What follows belongs to an exercise in optimizing a design on an open flow for small area; a production flow would make more cautious choices. RTL that was checked went through simulation tests only; none was proved equivalent to the original. Power is estimated from default activity; no workload was simulated.

==> zinc <==
==> flow/design.v (excerpt) <==
module XFabric (
    input logic clk
  , input logic rstn
  , input  logic           CPUm_req_vld
  , input  logic           CPUm_req_wr
  , input  logic [23:0] CPUm_req_adr
  , input  logic [3:0] CPUm_req_strb
  , input  logic [31:0] CPUm_req_dat
  , output logic           CPUm_req_gnt
  , output logic           CPUm_rsp_vld
  , output logic [31:0] CPUm_rsp_dat
  , input  logic           CPUm_rsp_gnt
  , input  logic           SCRm_req_vld
  , input  logic           SCRm_req_wr
  , input  logic [23:0] SCRm_req_adr
  , input  logic [3:0] SCRm_req_strb
  , input  logic [31:0] SCRm_req_dat
  , output logic           SCRm_req_gnt
  , output logic           SCRm_rsp_vld
  , output logic [31:0] SCRm_rsp_dat
  , input  logic           SCRm_rsp_gnt
  , input  logic           BRUm_req_vld
  , input  logic           BRUm_req_wr
  , input  logic [23:0] BRUm_req_adr
  , input  logic [1:0] BRUm_req_strb
  , input  logic [15:0] BRUm_req_dat
  , output logic           BRUm_req_gnt
  , output logic           BRUm_rsp_vld
  , output logic [15:0] BRUm_rsp_dat
  , input  logic           BRUm_rsp_gnt
  , output logic           CPUs_req_vld
  , output logic           CPUs_req_wr
  , output logic [15:0] CPUs_req_adr
  ...
Settings: LEC_CHECK=0, CAP_MARGIN=20, CORE_MARGIN=2, CORE_UTILIZATION=40, SLEW_MARGIN=20; clock period 6.0 ns.
standard.sh (not shown) runs the stock make flow with config.mk's settings and CLKGATE_MAP_FILE= SYNTH_SCRIPT=/design/flow/synth_recipe.tcl, a recipe that flattens the netlist after the stock synthesis.
==> flow/flow/run.sh <==
#!/bin/bash
# Own layout flow: the standard ORFS flow, with two changes in how the layout is made:
#  - port buffers use the smallest buffer cell (sky130_fd_sc_hd__buf_1) instead of the
#    tool's default pick; every input and output port still gets its own buffer;
#  - clock tree synthesis does not add dummy loads.
# Each tool's full output goes to the ORFS logs under orfs/logs and to flow_make.log here.
set -euo pipefail
export BUFFER_PORTS_ARGS="-buffer_cell sky130_fd_sc_hd__buf_1"
export CTS_ARGS="-sink_clustering_enable -repair_clock_nets -dont_use_dummy_load -sink_clustering_size 30 -sink_clustering_max_diameter 100 -buf_list sky130_fd_sc_hd__clkbuf_16"
bash standard.sh > flow_make.log 2>&1
==> onyx: changes against zinc <==
--- a/flow/design.v
+++ b/flow/design.v
@@ -6,13 +6,14 @@
   , output logic          in_gnt
   , output logic          hd_vld    
   , output logic [W-1:0]  hd_pld
   , input  logic          send
   , output logic [W-1:0]  fl_pld    
   , input  logic          rsp_we
-  , input  logic [DW-1:0] rsp_d
+  , input  logic [DW-1:0] rsp_d     
+  , output logic          busy      
   , input  logic          rsp_set   
   , output logic          rsp_vld
   , input  logic          rsp_gnt
 );
 logic [W-1:0] mem [0:3];
 logic [1:0]   wptr;
@@ -24,18 +25,24 @@
 assign hd_pld = ({W{rsel[0]}} & mem[0]) | ({W{rsel[1]}} & mem[1]) |
                 ({W{rsel[2]}} & mem[2]) | ({W{rsel[3]}} & mem[3]);
 assign hd_vld = empty_n & ~wait_rsp;
 always @(posedge clk)
   if (we_ok)
     mem[wptr] <= in_pld;
-always @(posedge clk) begin
-  if (send)
-    fl_pld <= hd_pld;
-  else if (rsp_we)
-    fl_pld[DW-1:0] <= rsp_d;
-end
+assign busy = wait_rsp;
+logic [W-1:0] fl_nxt;
+logic [3:0]   ssel;
+logic         hold_a, hold_d;
+assign ssel   = {4{send}} & rsel;
+assign hold_a = ~send;
+assign hold_d = ~(send | rsp_we);
+assign fl_nxt = ({W{ssel[0]}} & mem[0]) | ({W{ssel[1]}} & mem[1]) |
+                ({W{ssel[2]}} & mem[2]) | ({W{ssel[3]}} & mem[3]) |
+                {{(W-DW){hold_a}} & fl_pld[W-1:DW], ({DW{hold_d}} & fl_pld[DW-1:0]) | rsp_d};
+always @(posedge clk)
+  fl_pld <= fl_nxt;
 always @(posedge clk or negedge rstn) begin
   if (~rstn) begin
     wptr     <= 2'd0;
     rsel     <= 4'b0001;
     full_n   <= 1'b1;
     empty_n  <= 1'b0;
@@ -142,24 +149,25 @@
 logic [WB-1:0] b_hd, b_fl;
 logic          c_send, s_send, b_send;
 logic          c_rwe, s_rwe, b_rwe;
 logic [31:0]   c_rd, s_rd;
 logic [15:0]   b_rd;
 logic          c_rset, s_rset, b_rset;
+logic          c_busy, s_busy, b_busy;
 XMq #(.W(WC), .DW(32)) CPUm_q (.clk(clk), .rstn(rstn),
   .in_vld(CPUm_req_vld), .in_pld({CPUm_req_adr[22:0], CPUm_req_wr, CPUm_req_strb, CPUm_req_dat}),
   .in_gnt(CPUm_req_gnt), .hd_vld(c_hv), .hd_pld(c_hd), .send(c_send), .fl_pld(c_fl),
-  .rsp_we(c_rwe), .rsp_d(c_rd), .rsp_set(c_rset), .rsp_vld(CPUm_rsp_vld), .rsp_gnt(CPUm_rsp_gnt));
+  .rsp_we(c_rwe), .rsp_d(c_rd), .busy(c_busy), .rsp_set(c_rset), .rsp_vld(CPUm_rsp_vld), .rsp_gnt(CPUm_rsp_gnt));
 XMq #(.W(WS), .DW(32)) SCRm_q (.clk(clk), .rstn(rstn),
   .in_vld(SCRm_req_vld), .in_pld({SCRm_req_adr[20:0], SCRm_req_wr, SCRm_req_strb, SCRm_req_dat}),
   .in_gnt(SCRm_req_gnt), .hd_vld(s_hv), .hd_pld(s_hd), .send(s_send), .fl_pld(s_fl),
-  .rsp_we(s_rwe), .rsp_d(s_rd), .rsp_set(s_rset), .rsp_vld(SCRm_rsp_vld), .rsp_gnt(SCRm_rsp_gnt));
+  .rsp_we(s_rwe), .rsp_d(s_rd), .busy(s_busy), .rsp_set(s_rset), .rsp_vld(SCRm_rsp_vld), .rsp_gnt(SCRm_rsp_gnt));
 XMq #(.W(WB), .DW(16)) BRUm_q (.clk(clk), .rstn(rstn),
   .in_vld(BRUm_req_vld), .in_pld({BRUm_req_adr[23], BRUm_req_adr[21:0], BRUm_req_wr, BRUm_req_strb, BRUm_req_dat}),
   .in_gnt(BRUm_req_gnt), .hd_vld(b_hv), .hd_pld(b_hd), .send(b_send), .fl_pld(b_fl),
-  .rsp_we(b_rwe), .rsp_d(b_rd), .rsp_set(b_rset), .rsp_vld(BRUm_rsp_vld), .rsp_gnt(BRUm_rsp_gnt));
+  .rsp_we(b_rwe), .rsp_d(b_rd), .busy(b_busy), .rsp_set(b_rset), .rsp_vld(BRUm_rsp_vld), .rsp_gnt(BRUm_rsp_gnt));
 assign CPUm_rsp_dat = c_fl[31:0];
 assign SCRm_rsp_dat = s_fl[31:0];
 assign BRUm_rsp_dat = b_fl[15:0];
 logic [22:0] c_adr;  logic c_wr;  logic [3:0] c_strb;  logic [31:0] c_dat;
 logic [20:0] s_adr;  logic s_wr;  logic [3:0] s_strb;  logic [31:0] s_dat;
 logic [21:0] b_adr;  logic b_a23; logic b_wr; logic [1:0] b_strb; logic [15:0] b_dat;
@@ -201,17 +209,17 @@
 logic scr_hs, kbd_hs, cpu_hs, rom_hs, ram_hs;
 assign scr_hs = SCRs_rsp_vld & ~scr_tsv;
 assign kbd_hs = KBDs_rsp_vld & ~kbd_tsv;
 assign cpu_hs = CPUs_rsp_vld & ~cpu_tsv;
 assign rom_hs = ROMs_rsp_vld & ~rom_tsv;
 assign ram_hs = RAMs_rsp_vld & ~ram_tsv;
-logic [1:0] rq0, rq1, iq0, iq1, rid;
+logic [2:0] rq0, rq1;    
+logic [1:0] iq0, iq1, rid;
 logic       rq_e, rq_f, iq_w, iq_r;
-logic [1:0] ram_gid, iq_hd;
+logic [1:0] iq_hd;
 assign ram_rdy = ~rq_f;
-assign ram_gid = {ram_gnt[2], ram_gnt[1]};
 assign iq_hd   = iq_r ? iq1 : iq0;
 logic ram_take;
 assign ram_take = rq_e & RAMs_req_gnt;
 always @(posedge clk or negedge rstn) begin
   if (~rstn) begin
     scr_rv  <= 1'b0; kbd_rv  <= 1'b0; cpu_rv  <= 1'b0; rom_rv  <= 1'b0;
@@ -237,19 +245,19 @@
     if (ram_take) iq_w <= ~iq_w;
     if (ram_hs)   iq_r <= ~iq_r;
   end
 end
 always @(posedge clk) begin
   if (ram_send & (~rq_e | (rq_e & ~rq_f & ram_take)))
-    rq0 <= ram_gid;
+    rq0 <= ram_gnt;
   else if (ram_take)
     rq0 <= rq1;
   if (ram_send & rq_e & ~ram_take)
-    rq1 <= ram_gid;
-  if (ram_take & ~iq_w) iq0 <= rq0;
-  if (ram_take &  iq_w) iq1 <= rq0;
+    rq1 <= ram_gnt;
+  if (ram_take & ~iq_w) iq0 <= rq0[2:1];
+  if (ram_take &  iq_w) iq1 <= rq0[2:1];
   if (ram_hs) rid <= iq_hd;
 end
 assign SCRs_rsp_gnt = ~scr_tsv;
 assign KBDs_rsp_gnt = ~kbd_tsv;
 assign CPUs_rsp_gnt = ~cpu_tsv;
 assign ROMs_rsp_gnt = ~rom_tsv;
@@ -257,23 +265,30 @@
 assign c_rset = scr_tsv | kbd_tsv | (ram_tsv & rid == 2'd0);
 assign s_rset = ram_tsv & rid == 2'd1;
 assign b_rset = cpu_tsv | rom_tsv | (ram_tsv & rid == 2'd2);
 assign c_rwe = scr_hs | kbd_hs | (ram_hs & iq_hd == 2'd0);
 assign s_rwe = ram_hs & iq_hd == 2'd1;
 assign b_rwe = cpu_hs | rom_hs | (ram_hs & iq_hd == 2'd2);
-always @(*) begin
-  if (~c_adr[22])
-    c_rd = RAMs_rsp_dat;
-  else if (~c_adr[21])
-    c_rd = c_adr[1] ? {SCRs_rsp_dat, 16'h0} : {16'h0, SCRs_rsp_dat};
-  else
-    c_rd = {24'h0, KBDs_rsp_dat} << {c_adr[1:0], 3'b000};
-end
-assign s_rd = RAMs_rsp_dat;
-assign b_rd = b_a23 ? ROMs_rsp_dat : b_adr[21] ? CPUs_rsp_dat :
-              b_adr[1] ? RAMs_rsp_dat[31:16] : RAMs_rsp_dat[15:0];
+logic c_sr, c_sh, c_sl;
+logic [3:0] c_sk;
+assign c_sr = c_rwe & ~c_adr[22];
+assign c_sh = c_rwe & c_adr[22] & ~c_adr[21] &  c_adr[1];
+assign c_sl = c_rwe & c_adr[22] & ~c_adr[21] & ~c_adr[1];
+assign c_sk = {4{c_rwe & c_adr[22] & c_adr[21]}} & (4'b0001 << c_adr[1:0]);
+assign c_rd = ({32{c_sr}} & RAMs_rsp_dat) |
+              {{16{c_sh}} & SCRs_rsp_dat, {16{c_sl}} & SCRs_rsp_dat} |
+              {{8{c_sk[3]}} & KBDs_rsp_dat, {8{c_sk[2]}} & KBDs_rsp_dat,
+               {8{c_sk[1]}} & KBDs_rsp_dat, {8{c_sk[0]}} & KBDs_rsp_dat};
+assign s_rd = {32{s_rwe}} & RAMs_rsp_dat;
+logic b_sm, b_sc, b_sh, b_sl;
+assign b_sm = b_rwe & b_a23;
+assign b_sc = b_rwe & ~b_a23 & b_adr[21];
+assign b_sh = b_rwe & ~b_a23 & ~b_adr[21] &  b_adr[1];
+assign b_sl = b_rwe & ~b_a23 & ~b_adr[21] & ~b_adr[1];
+assign b_rd = ({16{b_sm}} & ROMs_rsp_dat) | ({16{b_sc}} & CPUs_rsp_dat) |
+              ({16{b_sh}} & RAMs_rsp_dat[31:16]) | ({16{b_sl}} & RAMs_rsp_dat[15:0]);
 assign SCRs_req_vld  = scr_rv;
 assign SCRs_req_wr   = c_wr;
 assign SCRs_req_adr  = c_adr[15:0];
 assign SCRs_req_strb = c_adr[1] ? c_strb[3:2] : c_strb[1:0];
 assign SCRs_req_dat  = c_adr[1] ? c_dat[31:16] : c_dat[15:0];
 assign KBDs_req_vld  = kbd_rv;
@@ -289,25 +304,13 @@
 assign ROMs_req_vld  = rom_rv;
 assign ROMs_req_wr   = b_wr;
 assign ROMs_req_adr  = b_adr[14:0];
 assign ROMs_req_strb = b_strb;
 assign ROMs_req_dat  = b_dat;
 assign RAMs_req_vld  = rq_e;
-always @(*) begin
-  if (rq0[1]) begin
-    RAMs_req_wr   = b_wr;
-    RAMs_req_adr  = b_adr[20:0];
-    RAMs_req_strb = b_adr[1] ? {b_strb, 2'b00} : {2'b00, b_strb};
-    RAMs_req_dat  = b_adr[1] ? {b_dat, 16'h0} : {16'h0, b_dat};
-  end else if (rq0[0]) begin
-    RAMs_req_wr   = s_wr;
-    RAMs_req_adr  = s_adr;
-    RAMs_req_strb = s_strb;
-    RAMs_req_dat  = s_dat;
-  end else begin
-    RAMs_req_wr   = c_wr;
-    RAMs_req_adr  = c_adr[20:0];
-    RAMs_req_strb = c_strb;
-    RAMs_req_dat  = c_dat;
-  end
-end
+assign RAMs_req_wr   = (c_wr & rq0[0]) | (s_wr & rq0[1]) | (b_wr & rq0[2]);
+assign RAMs_req_adr  = ({21{rq0[0]}} & c_adr[20:0]) | ({21{rq0[1]}} & s_adr) | ({21{rq0[2]}} & b_adr[20:0]);
+assign RAMs_req_strb = ({4{rq0[0]}} & c_strb) | ({4{rq0[1]}} & s_strb) |
+                       {{2{rq0[2] & b_adr[1]}} & b_strb, {2{rq0[2] & ~b_adr[1]}} & b_strb};
+assign RAMs_req_dat  = ({32{rq0[0]}} & c_dat) | ({32{rq0[1]}} & s_dat) |
+                       {{16{rq0[2] & b_adr[1]}} & b_dat, {16{rq0[2] & ~b_adr[1]}} & b_dat};
 endmodule
==> flow/flow/run.sh (replaced) <==
#!/bin/bash
# Own layout flow: the standard ORFS flow (standard.sh), with these changes in how the
# layout is made:
#  - synthesis: the standard flow's synthesis script unchanged, except that Yosys's abc step maps the
#    combinational logic with Yosys's default ABC script instead of ORFS's speed script.
#    Flip-flops are mapped by dfflibmap before abc, so the registers (names, count, cell
#    types) are exactly those of the standard synthesis; fsm/share stay off, the design is
#    flattened and renamed by synth_recipe.tcl as before.
#  - port buffers use the smallest buffer cell (sky130_fd_sc_hd__buf_1) instead of the
#    tool's default pick; every input and output port still gets its own buffer;
#  - clock tree synthesis adds no dummy loads, and clusters up to 24 sinks within 80 um
#    under each clkbuf_16.
# Each tool's full output goes to the ORFS logs under orfs/logs; make's output goes to
# flow_make.log here.
set -euo pipefail
W=$(pwd)
cat > "$W/own_synth.tcl" <<EOS
proc abc {args} {
  set i [lsearch -exact \$args -script]
  if { \$i >= 0 } { set args [lreplace \$args \$i [expr {\$i + 1}]] }
  yosys abc {*}\$args
}
source {$W/synth_recipe.tcl}
EOS
sed "s|SYNTH_SCRIPT=[^ ]*|SYNTH_SCRIPT=$W/own_synth.tcl|" standard.sh > own_standard.sh
if ! grep -q "SYNTH_SCRIPT=$W/own_synth.tcl " own_standard.sh; then
  echo "could not point standard.sh at own_synth.tcl; using standard.sh as is" > own_flow_note.log
  cp standard.sh own_standard.sh
fi
export BUFFER_PORTS_ARGS="-buffer_cell sky130_fd_sc_hd__buf_1"
export CTS_ARGS="-sink_clustering_enable -repair_clock_nets -dont_use_dummy_load -sink_clustering_size 24 -sink_clustering_max_diameter 80 -buf_list sky130_fd_sc_hd__clkbuf_16"
bash own_standard.sh > flow_make.log 2>&1
==> notes <==
Between onyx and zinc, the lower critical path depth is in zinc (gap 1). Against onyx, the synthesized area of zinc is larger by 7.3%. Of onyx and zinc, onyx has the higher count of clock-buffer cells in the layout (gap 7). Of onyx and zinc, zinc has the higher combinational power (gap 39%, measured against zinc). Of onyx and zinc, onyx has the higher first-iteration DRC count (gap 50%, measured against zinc).
Function not checked in zinc: the RTL went through the layout flow alone.

[separate check: timing with driven ports]
Ports are ideal in the flow. The routed layouts listed here were re-timed in OpenROAD. Step 1 assumes that a clkbuf_16 drives the clock port and a buf_2 every other input. Step 2, shift: input delay + t, output delay - t, t = (earliest + latest rising clock arrival at the registers) / 2. This alone moves slack from input paths to output paths. a / b / c = no drivers / after step 1 / after step 2; a / b = the first two.
run	t (ns)	setup slack, ns	worst setup path at the end
zinc	0.632	1.521 / 1.462 / 2.094	register to output
onyx	0.654	1.934 / 1.867 / 1.949	register to register
After both steps setup and hold are still met in every run listed.
